Background: an optimization exercise with open tools, aiming at small area. Do not read the settings as production practice. In this exercise RTL edits were held to simulation tests only and were not proved equivalent to the original. No activity file was given, so power comes from the tool's default toggle rates. The clock port is modelled as an ideal driver; clocking choices that lean on that would not hold on a real chip.

Setup of build 6:
==> flow/design.v (excerpt) <==
module morph_open #(
    parameter IMG_H = 83
)
(
    input clk,
    input mask,
    input de_in,
    input h_sync_in,
    input v_sync_in,
    output de_out,
    output h_sync_out,
    output v_sync_out,
    output [23:0] open_out
);
Size: roughly 1900 cells after synthesis, about 32 I/O pins, about 38000 um2 of cells after synthesis.
export LEC_CHECK = 0
export CAP_MARGIN = 20
export CORE_MARGIN = 2
export CORE_UTILIZATION = 68
export PLACE_DENSITY = 0.72
export SLEW_MARGIN = 20
create_clock -name core_clock -period 5.0 [get_ports {clk}]
standard.sh (not shown) runs the stock make flow with config.mk's settings and CLKGATE_MAP_FILE= SYNTH_SCRIPT=/design/flow/synth_recipe.tcl, a recipe that flattens the netlist after the stock synthesis.
==> flow/flow/run.sh <==
#!/bin/bash
# The standard layout, with a leaner clock tree (no dummy loads, larger sink
# clusters, buf_12 leaves) and the smallest buffer on each port.
set -euo pipefail
export CTS_ARGS="-sink_clustering_enable -repair_clock_nets -dont_use_dummy_load -apply_ndr full -sink_clustering_size 35 -sink_clustering_max_diameter 80 -buf_list {sky130_fd_sc_hd__buf_12 sky130_fd_sc_hd__clkbuf_16} -root_buf sky130_fd_sc_hd__clkbuf_16 -tree_buf sky130_fd_sc_hd__clkbuf_16 -sink_clustering_buffer sky130_fd_sc_hd__buf_12"
export BUFFER_PORTS_ARGS="-buffer_cell sky130_fd_sc_hd__buf_1"
bash standard.sh > standard.log 2>&1
For build 60, these inputs were changed with respect to build 6:
==> flow/flow/run.sh <==
#!/bin/bash
# The standard layout, with a leaner clock tree (no dummy loads, larger sink
# clusters, buf_12 leaves) and the smallest buffer on each port.
set -euo pipefail
export CTS_ARGS="-sink_clustering_enable -repair_clock_nets -dont_use_dummy_load -sink_clustering_size 34 -sink_clustering_max_diameter 100 -buf_list {sky130_fd_sc_hd__buf_12 sky130_fd_sc_hd__clkbuf_16} -root_buf sky130_fd_sc_hd__clkbuf_16 -tree_buf sky130_fd_sc_hd__clkbuf_16 -sink_clustering_buffer sky130_fd_sc_hd__buf_12"
export BUFFER_PORTS_ARGS="-buffer_cell sky130_fd_sc_hd__buf_1"
bash standard.sh > standard.log 2>&1
Findings:
- On time the final worst path needs with I/O delays and setup, the higher figure sits with build 60, not build 6.
- Going from build 6 to build 60, met1 global-route usage closely matched the old numbers; first-pass GRT wire length moved down; arrival time of the worst setup path did not really move; number of storage elements in the synthesis netlist about even; highest achievable clock rate saw little to no change.
- Between build 6 and build 60, the difference in final clock period utilization by the worst path is negligible.
- Diff build 6 and build 60: maximum ir drop on the vdd rail lower in build 6
- Between build 60 and build 6, the final design area excluding fillers does not differ in any meaningful way.
- Going from build 6 to build 60, the net switching component of the power was found to have gone up by 0.50%.
- Build 6 and build 60 ended up with nearly the same inserted tap cell count.
diff inputs: build 60 => build 87
==> flow/flow/run.sh <==
#!/bin/bash
# The standard layout, with a leaner clock tree (no dummy loads, larger sink
# clusters, buf_12 leaves) and the smallest buffer on each port.
set -euo pipefail
export CTS_ARGS="-sink_clustering_enable -repair_clock_nets -dont_use_dummy_load -sink_clustering_size 35 -sink_clustering_max_diameter 80 -buf_list {sky130_fd_sc_hd__buf_12 sky130_fd_sc_hd__clkbuf_16} -root_buf sky130_fd_sc_hd__clkbuf_16 -tree_buf sky130_fd_sc_hd__clkbuf_16 -sink_clustering_buffer sky130_fd_sc_hd__buf_12"
export BUFFER_PORTS_ARGS="-buffer_cell sky130_fd_sc_hd__buf_1"
bash standard.sh > standard.log 2>&1
==> notes.md <==
- Looking at build 87 and build 60, the total number of vias is a wash.
- Going from build 60 to build 87, final cell count essentially unchanged; switching share of power comparable; worst supply voltage drop on vdd went down; register-to-register slack saw little to no change; final-stage net count about even.
- Between build 60 and build 87, total power decreased.
- Total internal power is higher on build 60
- [compare] base=build 60 new=build 87: share of final-layout standard cells stronger than drive strength 1 essentially unchanged; met3 layer usage reported by global route essentially unchanged.

build 80:
Another version of the RTL of morph_open (not shown whole).
Size: ~1,900 flip-flops, ~32 I/O pins, ~38,000 um2 of cells after synthesis.
==> flow/config.mk <==
export PLATFORM = sky130hd
export DESIGN_NAME = morph_open
export DESIGN_NICKNAME = morph_open
export VERILOG_FILES = /design/flow/design.v
export SDC_FILE = /design/flow/constraint.sdc
export NUM_CORES = 4
export LEC_CHECK = 0
export CAP_MARGIN = 20
export CORE_MARGIN = 2
export CORE_UTILIZATION = 68
export PLACE_DENSITY = 0.72
export SLEW_MARGIN = 20
==> flow/constraint.sdc <==
create_clock -name core_clock -period 5.0 [get_ports {clk}]
set_input_delay 1.0000 -clock core_clock [delete_from_list [all_inputs] [get_ports {clk}]]
set_output_delay 1.0000 -clock core_clock [all_outputs]
set_load 0.01 [all_outputs]
==> flow/flow/run.sh <==
#!/bin/bash
# The standard layout, with a leaner clock tree (no dummy loads, larger sink
# clusters, clkbuf_16 only) and the smallest buffer on each port.
set -euo pipefail
export CTS_ARGS="-sink_clustering_enable -repair_clock_nets -dont_use_dummy_load -sink_clustering_size 26 -sink_clustering_max_diameter 60 -buf_list sky130_fd_sc_hd__buf_12"
export BUFFER_PORTS_ARGS="-buffer_cell sky130_fd_sc_hd__buf_1"
bash standard.sh > standard.log 2>&1
Changes in build 16 relative to build 80:
# build 80
export LEC_CHECK = 0
export CAP_MARGIN = 20
export CORE_MARGIN = 2
export CORE_UTILIZATION = 68
export PLACE_DENSITY = 0.72
export SLEW_MARGIN = 20
create_clock -name core_clock -period 5.0 [get_ports {clk}]
# build 16
export LEC_CHECK = 0
export CAP_MARGIN = 20
export CORE_MARGIN = 2
export CORE_UTILIZATION = 85
export PLACE_DENSITY = 0.9
export SLEW_MARGIN = 20
create_clock -name core_clock -period 5.0 [get_ports {clk}]
==> flow/flow/run.sh <==
#!/bin/bash
# The standard layout, with a leaner clock tree (no dummy loads, larger sink
# clusters, clkbuf_16 only) and the smallest buffer on each port.
set -euo pipefail
export CTS_ARGS="-sink_clustering_enable -repair_clock_nets -dont_use_dummy_load -sink_clustering_size 30 -sink_clustering_max_diameter 100 -buf_list sky130_fd_sc_hd__clkbuf_16"
export BUFFER_PORTS_ARGS="-buffer_cell sky130_fd_sc_hd__buf_1"
bash standard.sh > standard.log 2>&1
--- outcome ---
Build 80 -> build 16: die height decreased by more than 10%
Build 16 never completed, since it errored out during detailed placement (3_5_place_dp).
Diff build 80..build 16 | adder-cell share of the synthesized area | unchanged
In terms of placer congestion estimate, build 16 and build 80 differ only marginally.
In the reports for build 80 and build 16, the smaller initial standard-cell utilization of the core belongs to build 80.
Build 16 — width of the die 25 um lower, build 80 as reference
Across both runs, number of placement rows was lower for build 16 than for build 80.
The following lists how build 30 was set up differently from build 16:
# build 16
export LEC_CHECK = 0
export CAP_MARGIN = 20
export CORE_MARGIN = 2
export CORE_UTILIZATION = 85
export PLACE_DENSITY = 0.9
export SLEW_MARGIN = 20
create_clock -name core_clock -period 5.0 [get_ports {clk}]
# build 30
export LEC_CHECK = 0
export CAP_MARGIN = 20
export CORE_MARGIN = 2
export CORE_UTILIZATION = 75
export PLACE_DENSITY = 0.8
export SLEW_MARGIN = 20
create_clock -name core_clock -period 5.0 [get_ports {clk}]
==> flow/flow/run.sh <==
#!/bin/bash
# The standard layout, with a leaner clock tree (no dummy loads, larger sink
# clusters, clkbuf_16 only) and the smallest buffer on each port.
set -euo pipefail
export CTS_ARGS="-sink_clustering_enable -repair_clock_nets -dont_use_dummy_load -sink_clustering_size 30 -sink_clustering_max_diameter 100 -buf_list {sky130_fd_sc_hd__buf_12 sky130_fd_sc_hd__clkbuf_16} -root_buf sky130_fd_sc_hd__clkbuf_16 -tree_buf sky130_fd_sc_hd__clkbuf_16 -sink_clustering_buffer sky130_fd_sc_hd__buf_12"
export BUFFER_PORTS_ARGS="-buffer_cell sky130_fd_sc_hd__buf_1"
bash standard.sh > standard.log 2>&1
[summary]
Each of build 30 and build 16 falls short of a clean finish.
Tool error DPL-0033 stopped build 30 during clock tree synthesis (4_1_cts); no final results.
Side by side, number of core rows turned out higher in build 30 than in build 16.
Relative to build 16, initial core utilization has gone down in build 30.
Side by side, final RePlAce weighted congestion turned out higher in build 30 than in build 16.
Inputs modified between build 30 and build 70:
# build 30
export LEC_CHECK = 0
export CAP_MARGIN = 20
export CORE_MARGIN = 2
export CORE_UTILIZATION = 75
export PLACE_DENSITY = 0.8
export SLEW_MARGIN = 20
create_clock -name core_clock -period 5.0 [get_ports {clk}]
# build 70
export LEC_CHECK = 0
export CAP_MARGIN = 20
export CORE_MARGIN = 2
export CORE_UTILIZATION = 80
export CTS_BUF_LIST = sky130_fd_sc_hd__clkbuf_4 sky130_fd_sc_hd__clkbuf_8
export CTS_CLUSTER_DIAMETER = 60
export CTS_CLUSTER_SIZE = 30
export PLACE_DENSITY = 0.85
export SLEW_MARGIN = 20
create_clock -name core_clock -period 5.0 [get_ports {clk}]
==> flow/run.sh (new file) <==
#!/bin/bash
# synth_recipe.tcl (not shown) runs the flow's synth.tcl, then flattens the netlist and writes it again
# the make line also repeats each setting of config.mk as NAME=value (left out here)
make -C /OpenROAD-flow-scripts/flow DESIGN_CONFIG=/design/flow/config.mk WORK_HOME=/design/flow/orfs CLKGATE_MAP_FILE= SYNTH_SCRIPT=/design/flow/synth_recipe.tcl finish
removed: flow/flow/run.sh
removed: flow/standard.sh
==> comparison <==
There was hardly any difference in number of nets produced by synthesis between build 30 and build 70. Build 70 vs. build 30: synthesized cell count held, number of library cell types mapped by synthesis roughly the same, die boundary width -3.1%, site row count decreased by 3.7% relative to the old numbers. From build 30 to build 70 the numbers moved as follows: overall die height shrank by 7.2 um; final weighted congestion in routability-driven placement shrank by 0.028; post-synth design cell area held steady. Build 70 did not finish: a tool error stopped it during detailed placement (3_5_place_dp). In the reports for build 70 and build 30, the smaller initial cell density of the core belongs to build 30.

static timing again, ports no longer ideal:
How much do the figures lean on ideal ports? The routed layouts below were timed once more, with nothing changed but the port constraints. Step 1 (the two cells are an assumption about what drives the block):
set clk [get_ports {clk}]
set_driving_cell -lib_cell sky130_fd_sc_hd__clkbuf_16 $clk
set_driving_cell -lib_cell sky130_fd_sc_hd__buf_2 [delete_from_list [all_inputs] $clk]
Step 2 also shifts input and output timing later by t, the mid clock arrival at the registers, as if the neighbouring blocks saw the same clock. Three values: no drivers, after step 1, after step 2; two values: the first two.
run | shift t [ns] | setup slack, ns | hold WS [ns] | clock arrival spread, ns | slew at the worst register clock pin (ns)
build 6 | 0.668 | 2.412 / 2.356 / 3.025 | 0.283 / 0.283 / 0.283 | 0.049 / 0.049 | 0.12 / 0.12
build 60 | 0.659 | 2.407 / 2.350 / 3.010 | 0.239 / 0.239 / 0.239 | 0.079 / 0.079 | 0.12 / 0.12
build 87 | 0.668 | 2.412 / 2.356 / 3.025 | 0.283 / 0.283 / 0.283 | 0.049 / 0.049 | 0.12 / 0.12
build 80 | 0.622 | 2.537 / 2.475 / 3.097 | 0.313 / 0.313 / 0.313 | 0.035 / 0.034 | 0.10 / 0.10
After both steps setup and hold are still met in every run listed.
